From an optimization exercise on the open Yosys and OpenROAD flow, aimed at small area and a short achievable clock period; shortcuts taken in it are not production practice.
Function not checked in this run: the RTL went through the layout flow alone.

==> flow/design.v <==
module dsp_27x27u #(
    parameter LATENCY = 2,
    parameter AX_WIDTH = 27,
    parameter AY_WIDTH = 27,
    parameter RESULT_A_WIDTH = 54
) (
    input   clock,
    input   resetn,
    input   ivalid,
    input   iready,
    output  ovalid,
    output  oready,
    input [AX_WIDTH-1:0] ax,
    input [AY_WIDTH-1:0] ay,
    output [RESULT_A_WIDTH-1:0] resulta
);
    reg [RESULT_A_WIDTH-1:0] resulta_r[0:LATENCY-1];
    integer i;
    always @(posedge clock) begin
        resulta_r[0] <= ax * ay;
        for (i = 1; i < LATENCY; i=i+1) begin
            resulta_r[i] <= resulta_r[i-1];
        end
    end
    assign resulta = resulta_r[LATENCY-1];
    assign  ovalid = 1'b1;
    assign  oready = 1'b1;
endmodule
==> flow/run.sh <==
#!/bin/bash
# synth_recipe.tcl (not shown) runs the flow's synth.tcl, then flattens the netlist and writes it again
# the make line also repeats each setting of config.mk as NAME=value (left out here)
make -C /OpenROAD-flow-scripts/flow DESIGN_CONFIG=/design/flow/config.mk WORK_HOME=/design/flow/orfs CLKGATE_MAP_FILE= SYNTH_SCRIPT=/design/flow/synth_recipe.tcl finish
==> flow/config.mk <==
export PLATFORM = sky130hd
export DESIGN_NAME = dsp_27x27u
export DESIGN_NICKNAME = dsp_27x27u
export VERILOG_FILES = /design/flow/design.v
export SDC_FILE = /design/flow/constraint.sdc
export NUM_CORES = 4
export LEC_CHECK = 0
export CAP_MARGIN = 20
export CORE_MARGIN = 2
export CORE_UTILIZATION = 40
export SLEW_MARGIN = 20
==> flow/constraint.sdc <==
create_clock -name core_clock -period 8.5 [get_ports {clock}]
set_input_delay 1.7000 -clock core_clock [delete_from_list [all_inputs] [get_ports {clock}]]
set_output_delay 1.7000 -clock core_clock [all_outputs]
set_load 0.01 [all_outputs]
==> impl_metrics.tcl <==
set metrics [dict create \
    status "complete, no violations" \
    finalSetupViolCount 0 \
    endpoint_kind "flip-flop" \
    min_path_type "reg2reg" \
    yosysMostFrequentCell "inv_1" \
    maxSlewViolCount 0 \
    clk_pin_slew_ps 70 \
    synth_seq_cells 108 \
    io-pin-count 114 \
    h-tree-depth 3 \
    first_iter_violations 855 \
    core_sq_um 64500 \
    fin_nets 4016 \
    reg2reg_to "resulta_r[1][11]" \
    fmax_mhz 121 \
    m1WireLength_um 25100 \
    dpl.cell_count 3985 \
    max_cap_viol_count 0 \
    row_count 93 \
    wl_um 64900 \
    cts_tree "built" \
    reg2reg_slack_ps 8090 \
    ant_nets 0 \
    rr_startpoint "resulta_r[0][11]" \
    routed-wl-met2_um 35300 \
    synthTopCellsByArea "fa_1 (48%), inv_1 (11%), ha_1 (9.3%), dfxtp_1 (8.3%), nand2_1 (7.3%)" \
    hold_end "resulta_r[1][16]" \
    fillers 6267 \
    synth_flop_cell "dfxtp_1" \
    reg_top3 "resulta_r (108)" \
    ys_seq_area_frac 0.0829 \
    critical_path_class "in2reg" \
    grt_pass1_vias 20539 \
    synth_top_area_cell "fa_1" \
    fin_skew_ps 4.47 \
    cp.arrival_ps 8530 \
    fin_crit_sh 0.970 \
    io_buffer_count 108 \
    synth_edf_count 0 \
    overflow 0 \
    hold_viol 0 \
    cts-root-buf "clkbuf_16" \
    grt_pass1_wl_um 106000 \
    final_util 0.472 \
    critical_path.startpoint_type "input pin" \
    stdcell_count 4001 \
    syn_area_sq_um 26100 \
    place_ws_ps -387 \
    grt_antenna_before_repair 1 \
    synthCells 2921 \
    reg2reg_depth 0 \
    die_y_um 259 \
    start_util 0.405 \
    grt_max_degree 28 \
    setup_ws_ps 252 \
    top_layer_used "met5" \
    drive_above_1_share 0.0982 \
    largest_reg_flops 108 \
    synth.distinct_cells 49 \
    synthTopCellsByCount "inv_1 (742), fa_1 (624), nand2_1 (506), and2_1 (273), ha_1 (193)" \
    cts_inserted_buffers 9 \
    avgSynthCellArea_sq_um 8.93 \
    antennaDiodeCount 0 \
    track_usage 0.203 \
    worst_pin_slew_ps 519 \
    yosysWarnings 2 \
    min_path_cells 0 \
    areaGrowthSynthToFinish_pct 16.5 \
    route.detailed.drc 0 \
    cts_setup_buffers 0 \
    dp_hpwl_um 58000 \
    wl_met3_um 1960 \
    cts.sinks 108 \
    firstDrtPassIters 7 \
    die_area_sq_um 67300 \
    yosysTopAreaCellShare 0.479 \
    maxSlewHeadroom 0.651 \
    async_flop_share 0 \
    avgViaCountPerCell 4.77 \
    period_needed_ps 8250 \
    cp.required_ps 8790 \
    route.vias.total 19089 \
    insertion_delay_ps 360 \
    wl_per_cell_um 16.2 \
    die_x_um 259 \
    cp_max_fo 9 \
    finalWeightedCongestion 0.907 \
    cts_buffer_depth 2 \
    regMostFlops "resulta_r" \
    worstHoldStart "resulta_r[0][16]" \
]
-- worst max-delay path: stages --
cell	delay [ps]
clkdlybuf4s50_1	510
buf_12	140
buf_4	140
nand2_1	80
fa_1	550
inv_1	60
fa_1	560
inv_1	70
fa_1	450
fa_1	540
inv_1	50
fa_1	550
fa_1	510
inv_1	50
fa_1	470
inv_1	40
ha_1	270
buf_4	160
a21oi_1	200
buf_4	140
o21ai_0	60
nor2_1	190
o31ai_4	120
a221o_2	410
buf_4	160
a21boi_1	190
xnor2_1	150
-- what timing repair did --
item,in CTS,in global routing
hold endpoints to repair,0,0
pin swaps,1,7
resized for setup,1,30
endpoints found under the setup margin,1,18
hold buffers,0,0
-- placed cells by master, fill, tap and decap left out, types with 31 or more instances in the layout --
cell type	n
a21o_1	37
a21oi_1	60
and2_1	273
buf_4	236
clkdlybuf4s50_1	108
dfxtp_1	108
fa_1	623
ha_1	189
inv_1	742
nand2_1	505
xnor2_1	31
-- worst max path at each step --
stage                       endpoint  cells after the start  slack [ps]  startpoint
floorplan           resulta_r[0][36]                     26         410       ay[3]
finish              resulta_r[0][49]                     27         250       ay[3]
global route        resulta_r[0][42]                     28         -30       ay[3]
global placement    resulta_r[0][36]                     25        -340       ay[3]
CTS                 resulta_r[0][36]                     26          40      ax[10]
detailed placement  resulta_r[0][36]                     26        -390      ax[10]
-- through the flow --
stage               setup TNS [ps]  hold slack [ps]  instance area (sq um)
global route                 -48.9              331                  30400
CTS                              0              329                  30300
detailed placement           -3340              312                  30000
finish                           0              327                  30400
floorplan                        0              310                  26100
global placement             -3130              310                  30000
-- cell type report --
cell class                 instances  area (sq um)  area share
clock inverter                     4          52.6     0.00173
clock buffer                      12           267     0.00877
sequential                       108          2160      0.0711
inverter                         742          2790      0.0916
tap                              855          1070      0.0352
multi-input combinational       1903         20600       0.677
timing repair buffer             377          3480       0.114
-- layer usage --
metal / track usage / vias to the layer above
li1: - / 8789
met1: 0.240 / 9820
met2: 0.380 / 368
met3: 0.0227 / 110
met4: 0.0678 / 2
met5: 0 / -
-- kinds of logic (layout without fill, tap and decap cells) --
logic type / after synthesis / count (layout) / synth area share
compound gates: 173 / 173 / 0.0422
xor+xnor: 50 / 50 / 0.0168
fa+ha+maj: 817 / 817 / 0.571
buf+inv: 911 / 1135 / 0.132
flops: 108 / 108 / 0.0829
other cells: 1 / 2 / 0.000144
simple gates: 861 / 861 / 0.155

-- what the ideal ports hide --
Ports are ideal in the flow. The routed layout listed here was re-timed in OpenROAD.
Step 1: set_driving_cell puts a clkbuf_16 on clock and a buf_2 on each other input, an assumption about the parent block.
Step 2 times the ports against the registers' clock, not the clock port: input delays grow and output delays shrink by t, the midpoint of the rising clock arrivals with the driver on.
a / b / c = ideal ports / drivers / drivers and shift; a / b = the first two.
shift t [ns]: 0.407
setup WS [ns]: 0.252 / 0.271 / -0.136
worst setup path after step 2: input to register
With both steps, setup timing fails in this run, where it was met with ideal ports. For this run, drivers alone change the setup slack by +0.019 ns; drivers and shift together by -0.388 ns.
